Source: an optimization exercise on an open RTL-to-GDS flow (aim: small area). Production flows keep margins and buffers that such runs may drop.

## job 101
==> flow/design.v (excerpt) <==
module systolic
#
(
    parameter   D_W  = 8,  
    parameter   D_W_ACC = 16,  
    parameter   N   = 8,
    parameter   M   = 16
)
(
    input   wire                                        clk,
    input   wire                                        rst,
    input   wire                                        enable_row_count_A,
    output  wire    [$clog2(M)-1:0]                     pixel_cntr_A,
    output  wire    [($clog2(M/N)?$clog2(M/N):1)-1:0]   slice_cntr_A,
    output  wire    [($clog2(M/N)?$clog2(M/N):1)-1:0]   pixel_cntr_B,
    output  wire    [$clog2(M)-1:0]                     slice_cntr_B,
    output  wire    [$clog2((M*M)/N)-1:0]               rd_addr_A,
    output  wire    [$clog2((M*M)/N)-1:0]               rd_addr_B,
    input   wire    [N*D_W-1:0]                         A,  
    input   wire    [N*D_W-1:0]                         B,  
  ...
export LEC_CHECK = 0
export CAP_MARGIN = 20
export CORE_MARGIN = 2
export CORE_UTILIZATION = 40
export CTS_CLUSTER_DIAMETER = 120
export CTS_CLUSTER_SIZE = 25
export GPL_TIMING_DRIVEN = 0
export SLEW_MARGIN = 20
export SYNTH_HIERARCHICAL = 1
export SYNTH_MINIMUM_KEEP_SIZE = 0
create_clock -name core_clock -period 7.0 [get_ports {clk}]
standard.sh (not shown) runs the stock make flow with config.mk's settings and CLKGATE_MAP_FILE= SYNTH_SCRIPT=/design/flow/synth_recipe.tcl, a recipe that flattens the netlist after the stock synthesis.
==> flow/flow/run.sh <==
#!/bin/bash
# Standard layout (the standard.sh) with these changes:
#  - the port buffers are made from the smallest buffer cell;
#  - the buffers synthesis leaves on the nets between processing elements
#    are removed at floorplan (placement here is not timing-driven, which is
#    where the standard flow would remove them);
#  - clock tree: larger sink clusters and no dummy loads.
set -e
export BUFFER_PORTS_ARGS="-buffer_cell sky130_fd_sc_hd__buf_1"
export REMOVE_ABC_BUFFERS=1
export CTS_ARGS="-sink_clustering_enable -repair_clock_nets -sink_clustering_size 25 -sink_clustering_max_diameter 120 -dont_use_dummy_load"
bash standard.sh > standard.log 2>&1
### job 101 -> job 102
-- flow/design.v --
<<< job 101, line 51
    output  reg   [15:0]  acc
);
wire [15:0] accg = acc & {16{~clr}};
wire pp0_0 = ~(a_n[0] | b_n[0]);
wire pp0_1 = ~(a_n[0] | b_n[1]);
>>> job 102, line 51
    output  reg   [15:0]  acc
);
wire [15:0] accg;
gt ug0 (.a(acc[0]), .c(clr), .y(accg[0]));
gt ug1 (.a(acc[1]), .c(clr), .y(accg[1]));
gt ug2 (.a(acc[2]), .c(clr), .y(accg[2]));
gt ug3 (.a(acc[3]), .c(clr), .y(accg[3]));
gt ug4 (.a(acc[4]), .c(clr), .y(accg[4]));
gt ug5 (.a(acc[5]), .c(clr), .y(accg[5]));
gt ug6 (.a(acc[6]), .c(clr), .y(accg[6]));
gt ug7 (.a(acc[7]), .c(clr), .y(accg[7]));
gt ug8 (.a(acc[8]), .c(clr), .y(accg[8]));
gt ug9 (.a(acc[9]), .c(clr), .y(accg[9]));
gt ug10 (.a(acc[10]), .c(clr), .y(accg[10]));
gt ug11 (.a(acc[11]), .c(clr), .y(accg[11]));
gt ug12 (.a(acc[12]), .c(clr), .y(accg[12]));
gt ug13 (.a(acc[13]), .c(clr), .y(accg[13]));
gt ug14 (.a(acc[14]), .c(clr), .y(accg[14]));
gt ug15 (.a(acc[15]), .c(clr), .y(accg[15]));
wire pp0_0 = ~(a_n[0] | b_n[0]);
wire pp0_1 = ~(a_n[0] | b_n[1]);
<<< job 101, line 247
fa us64 (.a(c58), .b(s63), .c(c59), .s(s64), .co(c64));
wire s65, c65;
fa us65 (.a(s64), .b(c60), .c(c61), .s(s65), .co(c65));
wire s66, c66;
fa us66 (.a(pp6_7), .b(pp7_6), .c(c62), .s(s66), .co(c66));
>>> job 102, line 263
fa us64 (.a(c58), .b(s63), .c(c59), .s(s64), .co(c64));
wire s65, c65;
ha us65 (.a(s64), .b(c60), .s(s65), .co(c65));
wire s66, c66;
fa us66 (.a(pp6_7), .b(pp7_6), .c(c62), .s(s66), .co(c66));
<<< job 101, line 253
fa us67 (.a(accg[13]), .b(s66), .c(c63), .s(s67), .co(c67));
wire s68, c68;
ha us68 (.a(s67), .b(c64), .s(s68), .co(c68));
wire s69, c69;
fa us69 (.a(pp7_7), .b(accg[14]), .c(c66), .s(s69), .co(c69));
>>> job 102, line 269
fa us67 (.a(accg[13]), .b(s66), .c(c63), .s(s67), .co(c67));
wire s68, c68;
fa us68 (.a(s67), .b(c64), .c(c65), .s(s68), .co(c68));
wire s69, c69;
fa us69 (.a(pp7_7), .b(accg[14]), .c(c66), .s(s69), .co(c69));
<<< job 101, line 259
fa us70 (.a(s69), .b(c67), .c(c68), .s(s70), .co(c70));
wire x71 = accg[15] ^ c69 ^ c70;
wire q13 = s68 ^ c65;
wire g14 = s68 & c65;
wire q14 = s70 ^ g14;
wire pr14 = s68 & s70;
wire g15 = pr14 & c65;
wire q15 = x71 ^ g15;
wire pr15 = pr14 & x71;
wire [15:0] nxt = {q15, q14, q13, s65, s61, s56, s50, s43, s35, s27, s20, s14, s9, s5, s2, s0};
always @(posedge clk) begin
    a_n <= in_a_n;
>>> job 102, line 275
fa us70 (.a(s69), .b(c67), .c(c68), .s(s70), .co(c70));
wire x71 = accg[15] ^ c69 ^ c70;
wire q12 = s65 ^ c61;
wire g13 = s65 & c61;
wire q13 = s68 ^ g13;
wire pr13 = s65 & s68;
wire g14 = pr13 & c61;
wire q14 = s70 ^ g14;
wire pr14 = pr13 & s70;
wire g15 = pr14 & c61;
wire q15 = x71 ^ g15;
wire pr15 = pr14 & x71;
wire [15:0] nxt = {q15, q14, q13, q12, s61, s56, s50, s43, s35, s27, s20, s14, s9, s5, s2, s0};
always @(posedge clk) begin
    a_n <= in_a_n;
<<< job 101, line 280
assign s  = a ^ b;
assign co = a & b;
endmodule
`timescale 1 ps / 1 ps
>>> job 102, line 299
assign s  = a ^ b;
assign co = a & b;
endmodule
module gt (input wire a, input wire c, output wire y);
assign y = a & ~c;
endmodule
`timescale 1 ps / 1 ps
Findings:
[compare] base=job 101 new=job 102: synthesized cell count picked up an extra 64; core outline area picked up an extra 4.3%; overall die area picked up an extra 0.018 mm2; width of the die picked up an extra 2.1%.
Of job 101 and job 102, job 101 shows the lower number of buffers other than clock buffers in the final layout, with job 102 above it.
No functional check of the RTL was part of any run of this note.

## port drivers added, routing unchanged
How much do the figures lean on ideal ports? The routed layouts below were timed once more, with nothing changed but the port constraints.
Step 1: set_driving_cell puts a clkbuf_16 on clk and a buf_2 on each other input, an assumption about the parent block.
Step 2 moves the port delays by t, midway between the first and last clock arrival at a register: inputs arrive t later, outputs are due t later. That takes back most of the time a late clock gives input paths.
Three values: ideal ports, drivers, drivers and shift; two values: the first two.
| run | t (ns) | setup WS [ns] | hold WS [ns] | worst data-port slew with drivers (ns) |
|---|---|---|---|---|
| job 101 | 1.011 | 0.172 / 0.172 / 0.172 | 0.436 / 0.436 / 0.436 | 0.09 |
| job 102 | 1.016 | 0.128 / 0.128 / 0.128 | 0.435 / 0.435 / 0.435 | 0.20 |
After both steps every run listed still meets setup and hold.
